This design comes from an exercise in tuning for small area, a short achievable clock period and few clock cycles on the open sky130 flow, not from production work.
Only simulation tests tie the RTL to the original design; equivalence was not proved.

==> flow/design.v <==
`timescale 1ns/100ps
module adder(a_i, b_i, c_i, s_o, c_o);
  parameter W = 32;
  input  [W-1:0] a_i;
  input  [W-1:0] b_i;
  input          c_i;
  output [W-1:0] s_o;
  output         c_o;
  reg [W-1:0] p, g, gn, pn;
  integer l, k, j;
  always @(*) begin
    p = a_i ^ b_i;
    g = a_i & b_i;
    g[0] = g[0] | (p[0] & c_i);    
    pn = p;
    for (l = 0; (1 << l) < W; l = l + 1) begin
      gn = g;
      for (k = 0; k < W; k = k + 1)
        if ((k >> l) & 1) begin
          j = ((k >> l) << l) - 1;
          gn[k] = g[k] | (pn[k] & g[j]);
        end
      for (k = W - 1; k >= 0; k = k - 1)
        if ((k >> l) & 1) begin
          j = ((k >> l) << l) - 1;
          pn[k] = pn[k] & pn[j];
        end
      g = gn;
    end
  end
  assign s_o = p ^ {g[W-2:0], c_i};
  assign c_o = g[W-1];
endmodule
`timescale 1ns/100ps
module CPU(clk_i, rst_n_i, ins_i, pc_o, data_from_mem_i, MEM_ctrl_o, mem_write_addr_o, mem_write_data_o);
  input clk_i;
  input rst_n_i;
  input [32 - 1:0] ins_i;
  input [32 - 1:0] data_from_mem_i;
  output [32 - 1:0] pc_o;
  output [2 - 1:0] MEM_ctrl_o;
  output [32 - 1:0] mem_write_addr_o;
  output [32 - 1:0] mem_write_data_o;
  integer i;
  reg        wb_rw, wb_lw, wb_sw;
  reg  [4:0] wb_dest;
  reg [31:0] wb_alu, wb_sd;
  wire [31:0] wb_res = wb_lw ? data_from_mem_i : wb_alu;
  reg [31:0] rf [1:31];
  reg  [31:0] pc;
  wire [31:0] pc1 = pc + 32'd1;
  wire [15:0] tgt_lo;
  wire        tgt_c;
  adder #(.W(16)) target_adder(.a_i(pc1[15:0]), .b_i(ins_i[15:0]), .c_i(1'b0), .s_o(tgt_lo), .c_o(tgt_c));
  wire [15:0] pc1_hi   = pc1[31:16];
  wire [15:0] pc1_hi_p = pc1_hi + 16'd1;
  wire [15:0] pc1_hi_m = ~((~pc1_hi) + 16'd1);
  wire [15:0] tgt_hi   = (tgt_c == ins_i[15]) ? pc1_hi : (tgt_c ? pc1_hi_p : pc1_hi_m);
  wire [31:0] if_target = {tgt_hi, tgt_lo};
  wire if_beq = (ins_i[31:26] == 6'b000100);
  wire if_j   = (ins_i[31:26] == 6'b000010);
  wire [4:0] if_rs = ins_i[25:21];
  wire [4:0] if_rt = ins_i[20:16];
  wire        mispredict;
  wire        stall;
  reg  [31:0] id_pc1;
  always @(posedge clk_i) begin
    if (~rst_n_i)        pc <= 32'd0;
    else if (mispredict) pc <= id_pc1;
    else if (stall)      pc <= pc;
    else if (if_beq)     pc <= if_target;
    else if (if_j)       pc <= {pc1[31:28], 2'b00, ins_i[25:0]};
    else                 pc <= pc1;
  end
  assign pc_o = pc;
  reg [31:0] rf_a, rf_b;
  always @(*) begin
    rf_a = 32'd0;
    rf_b = 32'd0;
    for (i = 1; i < 32; i = i + 1) begin
      rf_a = rf_a | ({32{if_rs == i}} & rf[i]);
      rf_b = rf_b | ({32{if_rt == i}} & rf[i]);
    end
  end
  wire byp_a = wb_rw & (wb_dest == if_rs);
  wire byp_b = wb_rw & (wb_dest == if_rt);
  wire [4:0] id_dest;
  wire       id_rw_go;
  wire nx_fwd_a = id_rw_go & (id_dest == if_rs);
  wire nx_fwd_b = id_rw_go & (id_dest == if_rt);
  wire id_lw_go;
  wire if_use_rt = (ins_i[31:26] == 6'b000000) | (ins_i[31:26] == 6'b101011) | if_beq;
  wire nx_lu = id_lw_go & ((nx_fwd_a & ~if_j) | (nx_fwd_b & if_use_rt));
  wire [5:0] if_op   = ins_i[31:26];
  wire [5:0] if_fn   = ins_i[5:0];
  wire       if_r    = (if_op == 6'b000000);
  wire       if_imm  = (if_op == 6'b001000) | (if_op == 6'b100011) | (if_op == 6'b101011);
  wire       f_slt   = if_fn[5] & if_fn[3];
  wire       f_log   = if_fn[5] & ~if_fn[3] & if_fn[2];
  wire       f_as    = if_fn[5] & ~if_fn[3] & ~if_fn[2];
  wire [6:0] if_ctl  = {if_imm,                           
                        if_r & (f_slt | (f_as & if_fn[1])),  
                        if_imm | (if_r & f_as),           
                        if_r & f_log & ~if_fn[0],         
                        if_r & f_log & if_fn[0],          
                        if_r & f_slt,                     
                        if_r & ~if_fn[5]};                
  reg        id_valid;
  reg  [6:0] id_ctl;
  reg [31:0] id_ins;
  reg [31:0] id_a, id_b;
  reg        id_fwd_a, id_fwd_b, id_lu;
  always @(posedge clk_i) begin
    id_valid <= rst_n_i & (stall | ~mispredict);
    if (stall) begin
      id_fwd_a <= 1'b0;
      id_fwd_b <= 1'b0;
      id_lu    <= 1'b0;
      id_a     <= id_fwd_a ? wb_res : id_a;
      id_b     <= id_fwd_b ? wb_res : id_b;
    end else begin
      id_ins   <= ins_i;
      id_ctl   <= if_ctl;
      id_pc1   <= pc1;
      id_fwd_a <= nx_fwd_a;
      id_fwd_b <= nx_fwd_b;
      id_lu    <= nx_lu;
      id_a     <= byp_a ? wb_res : rf_a;
      id_b     <= byp_b ? wb_res : rf_b;
    end
  end
  wire [5:0] id_op   = id_ins[31:26];
  wire [4:0] id_rt   = id_ins[20:16];
  wire [4:0] id_rd   = id_ins[15:11];
  wire [5:0] id_fn   = id_ins[5:0];
  wire       is_r    = (id_op == 6'b000000);
  wire       is_addi = (id_op == 6'b001000);
  wire       is_lw   = (id_op == 6'b100011);
  wire       is_sw   = (id_op == 6'b101011);
  wire       is_beq  = (id_op == 6'b000100);
  wire       is_imm  = is_addi | is_lw | is_sw;
  wire       id_go   = id_valid & rst_n_i;
  assign     id_dest  = is_r ? id_rd : id_rt;
  wire       id_rw    = (is_r | is_addi | is_lw) & (id_dest != 5'd0);
  assign     id_rw_go = id_go & id_rw;
  assign     id_lw_go = id_go & is_lw;
  assign     stall    = id_valid & id_lu;
  wire       b_imm    = id_ctl[6];
  wire       id_sub   = id_ctl[5];
  wire       sel_add  = id_ctl[4];
  wire       sel_and  = id_ctl[3];
  wire       sel_or   = id_ctl[2];
  wire       sel_slt  = id_ctl[1];
  wire       sel_shl  = id_ctl[0];
  wire [31:0] opa = id_fwd_a ? wb_alu : id_a;
  wire [31:0] opb = id_fwd_b ? wb_alu : id_b;
  wire [31:0] srcb = b_imm ? {{16{id_ins[15]}}, id_ins[15:0]} : opb;
  wire [31:0] sum;
  adder alu_adder(.a_i(opa), .b_i(srcb ^ {32{id_sub}}), .c_i(id_sub), .s_o(sum), .c_o());
  wire [31:0] shl  = (|opa[31:5]) ? 32'd0 : (opb << opa[4:0]);
  wire [31:0] alu  = ({32{sel_add}} & sum)
                   | ({32{sel_and}} & (opa & opb))
                   | ({32{sel_or}}  & (opa | opb))
                   | ({32{sel_slt}} & {31'd0, sum[31]})
                   | ({32{sel_shl}} & shl);
  assign mispredict = id_valid & ~id_lu & is_beq & (opa != opb);
  always @(posedge clk_i) begin
    wb_rw   <= id_rw_go & ~stall;
    wb_lw   <= id_lw_go & ~stall;
    wb_sw   <= id_go & is_sw & ~stall;
    wb_dest <= id_dest;
    wb_alu  <= alu;
    wb_sd   <= opb;
  end
  always @(posedge clk_i) begin
    for (i = 1; i < 32; i = i + 1)
      if (wb_rw && wb_dest == i) rf[i] <= wb_res;
  end
  assign MEM_ctrl_o       = {wb_sw, wb_lw};
  assign mem_write_addr_o = wb_alu;
  assign mem_write_data_o = wb_sd;
endmodule
==> flow/config.mk <==
export PLATFORM = sky130hd
export DESIGN_NAME = CPU
export DESIGN_NICKNAME = CPU
export VERILOG_FILES = /design/flow/design.v
export SDC_FILE = /design/flow/constraint.sdc
export NUM_CORES = 4
export LEC_CHECK = 0
export CAP_MARGIN = 20
export CORE_MARGIN = 2
export CORE_UTILIZATION = 30
export SETUP_SLACK_MARGIN = 5
export SLEW_MARGIN = 20
export TNS_END_PERCENT = 5
==> flow/constraint.sdc <==
create_clock -name core_clock -period 8.5 [get_ports {clk_i}]
set_input_delay 1.7000 -clock core_clock [delete_from_list [all_inputs] [get_ports {clk_i}]]
set_output_delay 1.7000 -clock core_clock [all_outputs]
set_load 0.01 [all_outputs]
run.sh (not shown) runs the stock make flow with config.mk's settings and CLKGATE_MAP_FILE= SYNTH_SCRIPT=/design/flow/synth_recipe.tcl, a recipe that flattens the netlist after the stock synthesis.
Testbench counts at the start, summed over its fixed seeds: cycles 112,057.
Change:
==> flow/flow/run.sh (new file) <==
#!/bin/bash
# The standard layout, with the ports buffered by a plain buffer cell
# instead of the delay cell buffer_ports picks by default.
set -euo pipefail
export BUFFER_PORTS_ARGS="-buffer_cell sky130_fd_sc_hd__buf_2"
bash standard.sh > standard_flow.log 2>&1
==> flow/standard.sh (new file) <==
#!/bin/bash
# synth_recipe.tcl (not shown) runs the flow's synth.tcl, then flattens the netlist and writes it again
# the make line also repeats each setting of config.mk as NAME=value (left out here)
make -C /OpenROAD-flow-scripts/flow DESIGN_CONFIG=/design/flow/config.mk WORK_HOME=/design/flow/orfs CLKGATE_MAP_FILE= SYNTH_SCRIPT=/design/flow/synth_recipe.tcl "${@:-finish}"
removed: flow/run.sh
Register-to-register slack improves by 100 ps. Cell area fell by 1.5%. Clock skew stays flat.
Change:
==> flow/run.sh (new file) <==
#!/bin/bash
# synth_recipe.tcl (not shown) runs the flow's synth.tcl, then flattens the netlist and writes it again
# the make line also repeats each setting of config.mk as NAME=value (left out here)
make -C /OpenROAD-flow-scripts/flow DESIGN_CONFIG=/design/flow/config.mk WORK_HOME=/design/flow/orfs CLKGATE_MAP_FILE= SYNTH_SCRIPT=/design/flow/synth_recipe.tcl finish
Settings changed: CORE_UTILIZATION 30 to 40, TNS_END_PERCENT 5 to unset.
removed: flow/flow/run.sh
removed: flow/standard.sh
Result: First-iteration DRC count goes down by a few percent; worst hold slack gets worse by 4.5 ps; fmax goes up by a little under a tenth; synthesized cell count does not change; count of clock-buffer cells in the layout goes up by 1; wire length goes up by a few percent.

==> separate check: timing with driven ports <==
In the flow no input, the clock included, has a driving cell. The finished layouts below were timed again as built, in two steps.
Step 1, drivers: a clkbuf_16 drives clk_i and a buf_2 each remaining input, both assumed.
Step 2 adds t to the input delays and takes it off the output delays; t is the mean of the earliest and latest rising clock arrival at the registers after step 1. Input paths then give back, and output paths get back, about the clock's delay inside the block.
a / b / c = ideal / step 1 / step 2; a / b = the first two.
| run | t (ns) | slack for setup (ns) | worst slew at a driven data input, ns | pins driven straight from the clock port |
|---|---|---|---|---|
| the first run | 0.854 | 4.518 / 4.518 / 3.827 | 0.10 | 1 |
| the second run | 0.879 | 4.353 / 4.408 / 3.530 | 0.09 | 1 |
| the third run | 0.874 | 4.644 / 4.644 / 3.897 | 0.29 | 1 |
After both steps setup and hold are still met in every run listed. The setup slack of the second run, which loses most, moves by +0.055 ns with the drivers and by -0.823 ns with both steps.
